This is an optimization exercise on Yosys and OpenROAD, whose aim is small area and a short achievable clock period, not a production implementation. Only simulation tests tie the RTL to the original design; equivalence was not proved. Power and IR drop assume default switching activity.

Design process, start of the top module:
module process(opcode,data,clk,rst,fout);
input [9:0]opcode;
input [4:0]data;
input clk,rst;
output [7:0]fout;
reg [3:0] fc;
reg sd, sh;
reg [2:0] d;
reg [7:0] qa;
reg [7:0] A, O, B;
reg [7:0] R1, R2, R3, R4;
reg dq;             
reg [2:0] dm;       
wire [3:0] op = opcode[9:6];
wire [2:0] so = opcode[5:3];
wire [7:0] r1n = (d == 3'd0) ? 8'b0 : (d == 3'd1) ? B : R1;
wire [7:0] an = sd ? {3'b000, data} : sh ? A : qa;
function [3:0] dstep;  
  input [2:0] m; input aj; input [3:0] D;
  reg q, b0, b1; reg [2:0] s;
  begin
    q = (m > D[3:1]) | ((m == D[3:1]) & (aj | ~D[0]));
    b0 = ~aj & D[0];
    b1 = (~m[0] & D[1]) | (~m[0] & b0) | (D[1] & b0);
    s = {m[1] ^ D[2] ^ b1, m[0] ^ D[1] ^ b0, aj ^ D[0]};
    dstep = {q, q ? s : {m[1:0], aj}};
  end
endfunction
wire [3:0] dn = an[3:0];
wire nq4 = (r1n[7:4] >= dn);
wire [2:0] nm4 = nq4 ? r1n[6:4] - dn[2:0] : r1n[6:4];
always @(posedge clk) begin
  case (op)
    4'd0:  fc <= 4'b0010;
    4'd1:  fc <= 4'b0000;
    4'd2:  fc <= 4'b0001;
    4'd3:  fc <= 4'b0100;
    4'd4:  fc <= 4'b0101;
    4'd5:  fc <= 4'b1000;
    4'd6:  fc <= 4'b1001;
    4'd7:  fc <= 4'b1010;
    4'd8:  fc <= 4'b1011;
    4'd9:  fc <= 4'b1100;
    4'd10: fc <= 4'b1101;
    4'd11: fc <= 4'b1111;
    4'd12: fc <= 4'b1110;
    default: ;
  endcase
  sd <= (so == 3'd5);
  sh <= so[2] & so[1];
  d  <= opcode[2:0];
  if (rst) qa <= 8'b0;
  else case (so)
    3'd1: qa <= R1;
    3'd2: qa <= R2;
    3'd3: qa <= R3;
    3'd4: qa <= R4;
    default: qa <= 8'b0;
  endcase
  A <= an;
  B <= O;
  case (d)
    3'd0: begin R1 <= 8'b0; R2 <= 8'b0; R3 <= 8'b0; R4 <= 8'b0; end
    3'd1: R1 <= B;
    3'd2: R2 <= B;
    3'd3: R3 <= B;
    3'd4: R4 <= B;
    default: ;
  endcase
  dq <= nq4;
  dm <= nm4;
end
wire [7:0] a = R1;
wire [7:0] b = A;
wire [3:0] db = b[3:0];
wire [3:0] v3 = {dm, a[3]};
wire [3:0] v2 = {dm[1:0], a[3:2]};
wire [3:0] v1 = {dm[0], a[3:1]};
wire [3:0] v0 = a[3:0];
wire [3:0] dx1 = {db[2:0], 1'b0};    
wire [3:0] dx2 = {db[1:0], 2'b0};
wire [3:0] dx4 = {db[0], 3'b0};
wire [3:0] dx3 = dx2 + dx1;
wire [3:0] dx5 = dx4 + dx1;
wire [3:0] dx6 = dx4 + dx2;
wire [3:0] dx7 = 4'd0 - dx1;
wire q3 = (v3 >= db);
wire c2a = (v2 >= db), c2b = (v2 - dx1 >= db);
  ...
Size: roughly 77 flip-flops, about 25 I/O pins.
==> flow/config.mk <==
export PLATFORM = sky130hd
export DESIGN_NAME = process
export DESIGN_NICKNAME = process
export VERILOG_FILES = /design/flow/design.v
export SDC_FILE = /design/flow/constraint.sdc
export NUM_CORES = 4
export LEC_CHECK = 0
export ABC_AREA = 1
export CAP_MARGIN = 20
export CORE_MARGIN = 2
export CORE_UTILIZATION = 65
export CTS_BUF_LIST = sky130_fd_sc_hd__clkbuf_4 sky130_fd_sc_hd__clkbuf_8
export SETUP_SLACK_MARGIN = 4.5
export SLEW_MARGIN = 20
==> flow/constraint.sdc <==
create_clock -name core_clock -period 7.5 [get_ports {clk}]
set_input_delay 1.5000 -clock core_clock [delete_from_list [all_inputs] [get_ports {clk}]]
set_output_delay 1.5000 -clock core_clock [all_outputs]
set_load 0.01 [all_outputs]
standard.sh (not shown) runs the stock make flow with config.mk's settings and CLKGATE_MAP_FILE= SYNTH_SCRIPT=/design/flow/synth_recipe.tcl, a recipe that flattens the netlist after the stock synthesis.
==> flow/flow/run.sh <==
#!/bin/bash
# Standard layout with two changes to how it is made:
# - adders are not mapped to the slow fa/ha cells, so abc can restructure
#   the arithmetic for speed;
# - the port buffers are plain buf_2 cells instead of the delay cells that
#   buffer_ports picks on its own.
set -euo pipefail
bash standard.sh ADDER_MAP_FILE= "BUFFER_PORTS_ARGS=-buffer_cell sky130_fd_sc_hd__buf_2" finish > standard.log 2>&1
The starting point finished clean.
Rerun with:
- SETUP_SLACK_MARGIN: 4.5 -> 4.8
Result:
- total power came out higher by 4.3%
- non-clock buffer count is higher by 14
- utilization rises by 2.7 points
- count of clock-buffer cells in the layout came out higher by 1
- die area does not change
Rerun with:
- CORE_UTILIZATION: 65 -> 75
- PLACE_DENSITY: default -> 0.8
- SETUP_SLACK_MARGIN: 4.8 -> 4.5
Result: Sequential share of layout area goes up by 0.61 points. Power rises slightly. Global-route usage increases by 9.9 points. Utilization rose by 11 points. Worst setup slack is worse by 380 ps. Via count went up by a little under a tenth. Final cell count drops slightly. Clock skew went up by 5.0 ps.
Rerun with:
- CORE_UTILIZATION: 75 -> 60
- PLACE_DENSITY: 0.8 -> 0.7
- SETUP_SLACK_MARGIN: 4.5 -> 4.8
Outcome: Die area climbs by 24%. Global-route usage falls by 11 points. Critical path depth went down by 4. Clock skew is lower by 3.9 ps. Wire length goes down by about 12%. Non-clock buffer count increases by 20. Total power shrinks by about 2.5%. First-iteration DRC count came out lower by 38%.

run A:
The RTL this note starts from:
==> flow/design.v <==
module process(opcode,data,clk,rst,fout);
input [9:0]opcode;
input [4:0]data;
input clk,rst;
output [7:0]fout;
reg [3:0] fc;
reg sd, sh;
reg [2:0] d;
reg [7:0] qa;
reg [7:0] A, O, B;
reg [7:0] R1, R2, R3, R4;
reg dq;             
reg [2:0] dm;       
wire [3:0] op = opcode[9:6];
wire [2:0] so = opcode[5:3];
wire [7:0] r1n = (d == 3'd0) ? 8'b0 : (d == 3'd1) ? B : R1;
wire [7:0] an = sd ? {3'b000, data} : sh ? A : qa;
function [3:0] dstep;  
  input [2:0] m; input aj; input [3:0] D;
  reg q, b0, b1; reg [2:0] s;
  begin
    q = (m > D[3:1]) | ((m == D[3:1]) & (aj | ~D[0]));
    b0 = ~aj & D[0];
    b1 = (~m[0] & D[1]) | (~m[0] & b0) | (D[1] & b0);
    s = {m[1] ^ D[2] ^ b1, m[0] ^ D[1] ^ b0, aj ^ D[0]};
    dstep = {q, q ? s : {m[1:0], aj}};
  end
endfunction
wire [3:0] dn = an[3:0];
wire nq4 = (r1n[7:4] >= dn);
wire [2:0] nm4 = nq4 ? r1n[6:4] - dn[2:0] : r1n[6:4];
always @(posedge clk) begin
  case (op)
    4'd0:  fc <= 4'b0010;
    4'd1:  fc <= 4'b0000;
    4'd2:  fc <= 4'b0001;
    4'd3:  fc <= 4'b0100;
    4'd4:  fc <= 4'b0101;
    4'd5:  fc <= 4'b1000;
    4'd6:  fc <= 4'b1001;
    4'd7:  fc <= 4'b1010;
    4'd8:  fc <= 4'b1011;
    4'd9:  fc <= 4'b1100;
    4'd10: fc <= 4'b1101;
    4'd11: fc <= 4'b1111;
    4'd12: fc <= 4'b1110;
    default: ;
  endcase
  sd <= (so == 3'd5);
  sh <= so[2] & so[1];
  d  <= opcode[2:0];
  if (rst) qa <= 8'b0;
  else case (so)
    3'd1: qa <= R1;
    3'd2: qa <= R2;
    3'd3: qa <= R3;
    3'd4: qa <= R4;
    default: qa <= 8'b0;
  endcase
  A <= an;
  B <= O;
  case (d)
    3'd0: begin R1 <= 8'b0; R2 <= 8'b0; R3 <= 8'b0; R4 <= 8'b0; end
    3'd1: R1 <= B;
    3'd2: R2 <= B;
    3'd3: R3 <= B;
    3'd4: R4 <= B;
    default: ;
  endcase
  dq <= nq4;
  dm <= nm4;
end
wire [7:0] a = R1;
wire [7:0] b = A;
wire [3:0] db = b[3:0];
wire [3:0] v3 = {dm, a[3]};
wire [3:0] v2 = {dm[1:0], a[3:2]};
wire [3:0] v1 = {dm[0], a[3:1]};
wire [3:0] v0 = a[3:0];
wire [3:0] dx1 = {db[2:0], 1'b0};    
wire [3:0] dx2 = {db[1:0], 2'b0};
wire [3:0] dx4 = {db[0], 3'b0};
wire [3:0] dx3 = dx2 + dx1;
wire [3:0] dx5 = dx4 + dx1;
wire [3:0] dx6 = dx4 + dx2;
wire [3:0] dx7 = 4'd0 - dx1;
wire q3 = (v3 >= db);
wire c2a = (v2 >= db), c2b = (v2 - dx1 >= db);
wire q2 = q3 ? c2b : c2a;
wire c1a = (v1 >= db), c1b = (v1 - dx1 >= db), c1c = (v1 - dx2 >= db), c1d = (v1 - dx3 >= db);
wire q1 = q2 ? (q3 ? c1d : c1b) : (q3 ? c1c : c1a);
wire [7:0] c0 = {v0 - dx7 >= db, v0 - dx6 >= db, v0 - dx5 >= db, v0 - dx4 >= db,
                 v0 - dx3 >= db, v0 - dx2 >= db, v0 - dx1 >= db, v0 >= db};
wire q0 = c0[{q3, q2, q1}];
wire [4:0] q = {dq, q3, q2, q1, q0};
wire [7:0] prod = a * b;
wire [7:0] bx = b ^ {8{fc[0]}};
wire [7:0] sum = a + bx + {7'b0, fc[0]};
reg [7:0] lg, sh8, y;
always @* begin
  case (fc[1:0])
    2'd0: lg = ~a;
    2'd1: lg = a & b;
    2'd2: lg = a | b;
    default: lg = a ^ b;
  endcase
  case (fc[1:0])
    2'd0: sh8 = {b[6:0], 1'b0};
    2'd1: sh8 = {1'b0, b[7:1]};
    2'd2: sh8 = {b[6:0], b[7]};
    default: sh8 = {b[0], b[7:1]};
  endcase
  case (fc[3:2])
    2'd0: y = fc[1] ? 8'b0 : sum;
    2'd1: y = fc[0] ? {3'b000, q} : prod;
    2'd2: y = lg;
    default: y = sh8;
  endcase
end
always @(posedge clk) O <= y;
assign fout = O;
endmodule
==> flow/config.mk <==
export PLATFORM = sky130hd
export DESIGN_NAME = process
export DESIGN_NICKNAME = process
export VERILOG_FILES = /design/flow/design.v
export SDC_FILE = /design/flow/constraint.sdc
export NUM_CORES = 4
export LEC_CHECK = 0
export ABC_AREA = 1
export CAP_MARGIN = 20
export CORE_MARGIN = 2
export CORE_UTILIZATION = 70
export CTS_BUF_LIST = sky130_fd_sc_hd__clkbuf_4 sky130_fd_sc_hd__clkbuf_8
export SETUP_SLACK_MARGIN = 4.8
export SLEW_MARGIN = 20
==> flow/constraint.sdc <==
create_clock -name core_clock -period 7.5 [get_ports {clk}]
set_input_delay 1.5000 -clock core_clock [delete_from_list [all_inputs] [get_ports {clk}]]
set_output_delay 1.5000 -clock core_clock [all_outputs]
set_load 0.01 [all_outputs]
==> flow/flow/run.sh <==
#!/bin/bash
# Standard layout with three changes to how it is made:
# - adders are not mapped to the slow fa/ha cells, so abc can restructure
#   the arithmetic for speed;
# - the port buffers are plain buf_2 cells instead of the delay cells that
#   buffer_ports picks on its own;
# - timing repair does not clone gates.
set -euo pipefail
bash standard.sh ADDER_MAP_FILE= "BUFFER_PORTS_ARGS=-buffer_cell sky130_fd_sc_hd__buf_2" SKIP_GATE_CLONING=1 finish > standard.log 2>&1
--- input diff run A..run B ---
- swapping 4.8 for 4.95 in SETUP_SLACK_MARGIN
- swapping 70 for 65 in CORE_UTILIZATION
==> flow/flow/run.sh <==
#!/bin/bash
# Standard layout with two changes to how it is made:
# - adders are not mapped to the slow fa/ha cells, so abc can restructure
#   the arithmetic for speed;
# - the port buffers are plain buf_2 cells instead of the delay cells that
#   buffer_ports picks on its own.
set -euo pipefail
bash standard.sh ADDER_MAP_FILE= "BUFFER_PORTS_ARGS=-buffer_cell sky130_fd_sc_hd__buf_2" finish > standard.log 2>&1
Notes after the runs:
- Looking at the reports, run B completed the entire flow and the layout it produced met the timing, design-rule and antenna checks.
- Run B against run A: multi-input logic portion of the cell area rose by 0.28 points; total chip power fell by about 1.2%; met1 track utilization from global routing fell by 3.5 points; clock buffer count fell by 1.
- Run A and run B ended up with roughly the same post-placement cell area.
Setup changes, run B to run C
- TNS_END_PERCENT newly set to 0
- SETUP_SLACK_MARGIN changed from 4.95 to 4.8
Findings:
Comparing run B with run C, the global-route usage came out essentially unchanged. Max worst hold slack across run C and run B: run B. Taking run B as the reference, in run C die area saw little to no change, detailed-route wire length down about 7.5%, setup slack after layout increased by 54 ps relative to the old numbers. | width of the chip | run B vs run C | ≈ equal |. Run C vs run B — final worst-path cycle share dropped 0.72 points. Area fraction of clock buffers and clock inverters in run C vs run B: up 1.0 points. Run C — power share of the combinational group 5.7 points lower, run B as reference.

-- what the ideal ports hide --
How much do the figures lean on ideal ports? The routed layouts below were timed once more, with nothing changed but the port constraints. Step 1 sets driving cells, clkbuf_16 on the clock port and buf_2 on the other inputs (assumed; they add their load-dependent delay and slew). Step 2 moves the port delays by t, midway between the first and last clock arrival at a register: inputs arrive t later, outputs are due t later. That takes back most of the time a late clock gives input paths. Three values: ideal, step 1, step 2; two values: the first two.
| run | t, ns | setup WS [ns] | hold WS [ns] | worst register clock-pin slew, ns |
|---|---|---|---|---|
| the first run of note 1 | 0.381 | 4.646 / 4.646 / 4.489 | 0.357 / 0.357 / 0.357 | 0.09 / 0.09 |
| the second run of note 1 | 0.380 | 4.968 / 4.968 / 4.596 | 0.362 / 0.362 / 0.362 | 0.08 / 0.08 |
| the third run of note 1 | 0.388 | 4.589 / 4.589 / 4.361 | 0.367 / 0.367 / 0.367 | 0.10 / 0.10 |
| the fourth run of note 1 | 0.379 | 4.900 / 4.911 / 4.533 | 0.360 / 0.360 / 0.360 | 0.09 / 0.09 |
| run A | 0.382 | 4.633 / 4.639 / 4.257 | 0.358 / 0.358 / 0.358 | 0.10 / 0.10 |
| run B | 0.370 | 4.856 / 4.856 / 4.603 | 0.364 / 0.364 / 0.364 | 0.09 / 0.09 |
| run C | 0.376 | 4.910 / 4.910 / 4.592 | 0.360 / 0.360 / 0.360 | 0.08 / 0.08 |
After both steps setup and hold are still met in every run listed. For run A, which loses most, drivers alone change the setup slack by +0.006 ns; drivers and shift together by -0.376 ns.
